This is an optimization exercise on Yosys and OpenROAD, whose aim is small area and a short achievable clock period, not a production implementation. No run shown here included a check of the RTL's function; only the layout flow was run. No activity file was given, so power comes from the tool's default toggle rates.

==> flow/design.v (outline; a module is shown in full before it is edited, if it fits) <==
// module ksa_inv: 5 lines
// module ksa_nand2: 5 lines
// module ksa_nor2: 5 lines
// module ksa_nand3: 5 lines
// module ksa_nand4: 5 lines
// module ksa_and2: 5 lines
// module ksa_and3: 5 lines
// module ksa_xor2: 5 lines
// module ksa_xnor2: 5 lines
// module ksa_aoi21: 5 lines
// module ksa_oai21: 5 lines
// module ksa_fa: 7 lines
// module ksa_ha: 6 lines
// module VKSA_blocks: 263 lines
// module VKSA_256: 1905 lines
// module VKSA_256_top: 21 lines
module VKSA_256_top (in_clk, in_A, in_B, in_CI, out_S, out_CO);
  // ...
==> flow/flow/run.sh <==
#!/bin/bash
# Standard synthesis and layout, but with plain buffers on the ports
# (buffer_ports would otherwise pick clkdlybuf4s50_1, a slow delay cell).
set -euo pipefail
bash standard.sh synth > synth.log 2>&1
bash standard.sh "BUFFER_PORTS_ARGS=-buffer_cell ${PORT_BUF:-sky130_fd_sc_hd__buf_1}" finish > layout.log 2>&1
==> flow/standard.sh <==
#!/bin/bash
# synth_recipe.tcl (not shown) runs the flow's synth.tcl, then flattens the netlist and writes it again
# the make line also repeats each setting of config.mk as NAME=value (left out here)
make -C /OpenROAD-flow-scripts/flow DESIGN_CONFIG=/design/flow/config.mk WORK_HOME=/design/flow/orfs CLKGATE_MAP_FILE= SYNTH_SCRIPT=/design/flow/synth_recipe.tcl "${@:-finish}"
==> flow/config.mk <==
export PLATFORM = sky130hd
export DESIGN_NAME = VKSA_256_top
export DESIGN_NICKNAME = VKSA_256_top
export VERILOG_FILES = /design/flow/design.v
export SDC_FILE = /design/flow/constraint.sdc
export NUM_CORES = 4
export LEC_CHECK = 0
export CAP_MARGIN = 20
export CORE_MARGIN = 2
export CORE_UTILIZATION = 40
export SLEW_MARGIN = 20
export SYNTH_HIERARCHICAL = 1
==> flow/constraint.sdc <==
create_clock -name core_clock -period 5.5 [get_ports {in_clk}]
set_input_delay 1.1000 -clock core_clock [delete_from_list [all_inputs] [get_ports {in_clk}]]
set_output_delay 1.1000 -clock core_clock [all_outputs]
set_load 0.01 [all_outputs]
==> out/qor.csv, run 1 <==
stage,metric,value,unit
status,status,no timing/DRC/antenna violations,
clock_network,Post-CTS Setup Inserts,0,
worst_setup_path,reg-to-reg critical path endpoint,out_S[245]$_DFF_P_,
worst_setup_path,R2R cell count,11,
detailed_routing,DR top layer,met5,
power,clk pwr,0.00413,W
layout,cell kind with the greatest summed area,sequential cells,
worst_setup_path,Crit. End Element,flip-flop,
detailed_routing,met1 wire length,26740,um
sta,Tightest Pin Transition,1.093,ns
sta,crit share post-route,67.08,%
synthesis,Synth Area in Simple Gates,9.854,%
run,number of max-cap violations,0,
global_route,first-pass GRT wire length,99810,um
global_route,GRT busiest layer,met2,
layout,layout cells sized above 1,7.938,%
layout,nets@finish,3506,
power,Peak VDD IR,248.5,uV
layout,flip-flop and latch area,0.01155,mm2
synthesis,"Cell Area, Synth",0.02251,mm2
detailed_routing,Final ANT Viol Nets,0,
synthesis,Yosys top cell area share,51.31,%
detailed_routing,Post-route DRC,0,
synthesis,synth unique cells,15,
layout,#MultiIn Comb,1207,
==> run 2, diff against run 1 <==
--- a/flow/config.mk
+++ b/flow/config.mk
@@ -10,2 +10,3 @@
 export CORE_UTILIZATION = 40
+export SETUP_SLACK_MARGIN = 3.2
 export SLEW_MARGIN = 20
==> run 2 against run 1 <==
Net effect:
- still clean
- sequential cell count unchanged
- clock-buffer cell count is 2 higher
- sequential share of layout area fell by 4.0 points
- synthesized cell count unchanged
- register-to-register slack improved by 1.4 ns
- first-iteration DRC count is 29% lower
- largest power group unchanged
==> out/qor.csv, run 2 <==
stage,metric,value,unit,change
layout,fin cells,3587,,
worst_setup_path,max incr delay on CP,0.35,ns,
global_route,initial antenna violation count,1,,
worst_setup_path,worst setup path endpoint,out_S[166]$_DFF_P_,,
worst_setup_path,WP depth,13,,
clock_network,worst skew pair latency,0.61,ns,
power,Peak VDD IR,251.7,uV,+1.3%
synthesis,most common library cells after synthesis,"577 x dfxtp_1, 193 x fa_1, 180 x nand2_1, 180 x nor2_1, 147 x xor2_1",,
sta,final hold slack,0.3275,ns,
clock_network,H-Tree Depth,2,,
detailed_routing,vias,16523,,
synthesis,"Avg Cell Area, Syn",11.79,um2,
clock_network,CTS Buffer Depth,3,,
sta,final setup vio count,0,,
synthesis,top-count cell post-synth,dfxtp_1,,
synthesis,Post-synth EDFFs,0,,
synthesis,"top cells by area, synth","dfxtp_1 51%, fa_1 17%, xor2_1 5.7%",,
worst_setup_path,Crit Path Max Fanout,4,,
global_route,pin count of the biggest net entering global routing,15,,
synthesis,#FFs+latches synth,577,,
power,Clk pwr share,34.3,%,
sta,Clock Skew,0.01247,ns,
synthesis,Synth Instances,1909,,
clock_network,clock transition at the registers of the reported paths,0.06,ns,
sta,crit share post-route,41.43,%,-26 points
sta,Final WS setup,3.221,ns,
placed_design,placed cell areas,0.02762,mm2,
worst_setup_path,Critical Path Source,r_bs[68]$_DFF_P_,,
worst_setup_path,FF-to-FF setup slack,3.22,ns,
worst_setup_path,Crit. End Element,flip-flop,,
sta,Tightest Pin Transition,0.3385,ns,-0.7540 ns
floorplanning,Die Y-Extent,241.2,um,
synthesis,Post-synth ARST share,0,%,
worst_setup_path,cells along the critical path,"nand4_1, inv_2, a21oi_4, o21ai_4, a21oi_2, buf_4, o21ai_4, buf_6, a21oi_4, o21ai_4, a21oi_4, nor2_2, xor2_1",,
worst_setup_path,type of origin of the critical path,flip-flop,,
layout,layout cells sized above 1,28.36,%,+20 points
power,leakage,12.31,nW,
floorplanning,initial core utilization,40.63,%,
floorplanning,Die Area,0.05820,mm2,
power,P_int,0.008754,W,
global_route,vias in the first global route,17649,,
layout,most frequent cells in the layout,"727 x buf_1, 527 x dfxtp_1, 192 x fa_2, 147 x xor2_1, 137 x nand2_1",,
global_route,GRT Total Usage,24.43,%,
synthesis,dominant cell type by area after synthesis,dfxtp_1,,
worst_hold_path,class of the worst hold path,flip-flop to flip-flop,,
layout,"most common cell after layout, fill and taps aside",buf_1,,
layout,largest registers,"out_S: 256 flops, r_bs: 256 flops, r_bg: 64 flops",,
run,number of max-cap violations,0,,unchanged
synthesis,Yosys top cell area share,51.31,%,unchanged
layout,n_diodes,0,,
clock_network,Root Buffer,clkbuf_16,,
worst_setup_path,CP arrival,2.77,ns,
sta,RSZ-0062 raised after global routing,yes,,
synthesis,post-synthesis sequential area ratio,51.31,%,
worst_setup_path,critical path buffer and inverter count,3,,
detailed_routing,Vias/cell,4.606,,
status,status,no timing/DRC/antenna violations,,
floorplanning,row count,86,,
layout,area delta synth->final,40.50,%,
power,register share of total power,44.7,%,
power,switching share of power,29.60,%,
placed_design,Final GP Congestion,0.9577,,
power,power share of the combinational group,21.1,%,
sta,Max Clk Rate,438.9,MHz,
clock_network,Num CTS Buffers,58,,
worst_setup_path,R2R cell count,13,,+2
clock_network,CTS tree,done,,
floorplanning,I/O Pins,771,,
worst_setup_path,Reg2Reg Launch Point,r_bs[68]$_DFF_P_,,
floorplanning,die width,241.2,um,
layout,fill count,4746,,
detailed_routing,Final ANT Viol Nets,0,,unchanged
worst_setup_path,reg-to-reg critical path endpoint,out_S[166]$_DFF_P_,,
detailed_routing,initial DRC count,455,,
placed_design,Cells after DPL,3423,,
sta,Slew HR,77.28,%,
layout,post-route cell area,0.03163,mm2,
detailed_routing,Post-Route WL,73660,um,
sta,final hold violations,0,,
detailed_routing,Post-route DRC,0,,unchanged
worst_setup_path,WS Path Type,flip-flop to flip-flop,,
worst_setup_path,slowest cell on the critical path,dfxtp_4,,
floorplanning,core area,0.05542,mm2,
layout,nets@finish,3565,,+1.7%
global_route,first-pass GRT wire length,103300,um,+3.5%
synthesis,syn_nets,2679,,
sta,Tmin final,2.279,ns,
synthesis,synth unique cells,15,,unchanged
detailed_routing,router iterations before antenna repair,4,,
power,PD cells,393.2,mW/mm2,
synthesis,"Cell Area, Synth",0.02251,mm2,unchanged
placed_design,pre-CTS setup slack,2.244,ns,
global_route,grt ovf,0,,
sta,final-report max-slew violation count,0,,
placed_design,Post-DP HPWL,62690,um,
power,net switching power,0.003682,W,
detailed_routing,WL per Instance,20.53,um,
placed_design,Port Buf Inserts,770,,
synthesis,Post-synth top flop,dfxtp_1,,
synthesis,yosys synthesis warning count,7,,
sta,Final TNS setup,0,ns,
clock_network,Sink Count,577,,
worst_setup_path,CP required,5.99,ns,
worst_setup_path,critical path's top delay family,compound AO/OA/AOI/OAI gates,,
run 2: cell counts after synthesis:
No cell type changed its count.
run 2: layer usage:
metal  share of wire (%)  track usage, %  up-vias  wire length, um
met1                  38           27.12     7995            27810
li1                    -               -     7919                -
met4                 2.8           7.538        0             2095
met2                  54           46.33      503            39440
met5                   0               0        -                0
met3                 5.8           5.207      106             4307
run 2: worst min-delay path by stage:
stage / slack, ns / start / cells past startpoint / end
6_report: 0.33 / r_bs[2]$_DFF_P_ / 0 / out_S[2]$_DFF_P_
5_1_grt: 0.33 / r_bs[1]$_DFF_P_ / 0 / out_S[1]$_DFF_P_
4_1_cts: 0.33 / r_bs[1]$_DFF_P_ / 0 / out_S[1]$_DFF_P_
3_5_place_dp: 0.31 / r_bs[1]$_DFF_P_ / 0 / out_S[1]$_DFF_P_
3_3_place_gp: 0.31 / r_bs[3]$_DFF_P_ / 0 / out_S[3]$_DFF_P_
2_1_floorplan: 0.40 / r_bs[0]$_DFF_P_ / 1 / out_S[0]$_DFF_P_
run 2: repair_timing:
| item | 4_1_cts | 5_1_grt |
|---|---|---|
| resized for setup | 162 | 244 |
| setup endpoints to repair | 215 | 168 |
| hold buffers | 0 | 0 |
| endpoints found under the hold margin | 0 | 0 |
| pin swaps | 30 | 55 |
| setup buffers | 38 | 22 |
run 2: through the flow:
step | util, % | power (W)
2_1_floorplan | - | 0.006671
4_1_cts | 55.30 | 0.01246
3_5_place_dp | 49.83 | 0.008040
3_3_place_gp | 49.83 | 0.008011
5_1_grt | 57.08 | 0.01301
6_report | 57.08 | 0.01244
run 2: area by class of cell:
type	instances	area, um2	area share [%]
tap	748	935.9	2.959
clock buffer	77	1697	5.364
timing repair buffer	830	3457	10.93
multi-input combinational	1207	13060	41.29
inverter	121	456.7	1.444
sequential	577	11620	36.73
clock inverter	27	406.6	1.286
run 2: Yosys stat by module, one instance, submodules excluded, excerpt:
module,cells inside,area (um2)
VKSA_256_top,577,11550
VKSA_256,4,30.03
ksa_fa,1,20.02
ksa_ha,1,12.51
ksa_aoi21,1,8.758
ksa_xnor2,1,8.758
ksa_xor2,1,8.758
ksa_and2,1,6.256
ksa_and3,1,6.256
ksa_nand4,1,6.256
ksa_nand3,1,5.005
ksa_oai21,1,5.005
ksa_inv,1,3.754
ksa_nand2,1,3.754
ksa_nor2,1,3.754
run 2: cells by family (layout without fill, tap and decap cells):
| kind of cell | after synthesis | after routing | synth area share [%] |
|---|---|---|---|
| adder cells (fa/ha/maj) | 256 | 256 | 20.66 |
| AND/OR/NAND/NOR | 507 | 507 | 9.854 |
| XOR/XNOR | 252 | 252 | 9.804 |
| flip-flops | 577 | 577 | 51.31 |
| buffers and inverters | 125 | 1055 | 2.151 |
| AO/OA/AOI/OAI | 192 | 192 | 6.219 |
run 2: power by group through the flow:
| stage | Sequential [W] | Combinational, W | Clock [W] |
|---|---|---|---|
| 6_report | 0.00555 | 0.00262 | 0.00426 |
| 5_1_grt | 0.00564 | 0.00285 | 0.00451 |
| 4_1_cts | 0.00554 | 0.00257 | 0.00434 |
| 3_5_place_dp | 0.00562 | 0.00242 | 0 |
| 3_3_place_gp | 0.00559 | 0.00242 | 0 |
| 2_1_floorplan | 0.00576 | 0.000908 | 0 |

separate check: timing with driven ports:
In the flow no input, the clock included, has a driving cell. The finished layouts below were timed again as built, in two steps. Step 1 (the two cells are an assumption about what drives the block):
set clk [get_ports {in_clk}]
set_driving_cell -lib_cell sky130_fd_sc_hd__clkbuf_16 $clk
set_driving_cell -lib_cell sky130_fd_sc_hd__buf_2 [delete_from_list [all_inputs] $clk]
Step 2, shift: input delay + t, output delay - t, t = (earliest + latest rising clock arrival at the registers) / 2. This alone moves slack from input paths to output paths. a / b / c = no drivers / after step 1 / after step 2; a / b = the first two.
run | t, ns | setup slack, ns | worst hold slack (ns)
run 1 | 0.661 | 1.811 / 1.811 / 1.811 | 0.325 / 0.325 / 0.325
run 2 | 0.668 | 3.221 / 3.174 / 2.619 | 0.327 / 0.327 / 0.327
After both steps setup and hold are still met in every run listed. The setup slack of run 2, which loses most, moves by -0.047 ns with the drivers and by -0.602 ns with both steps.
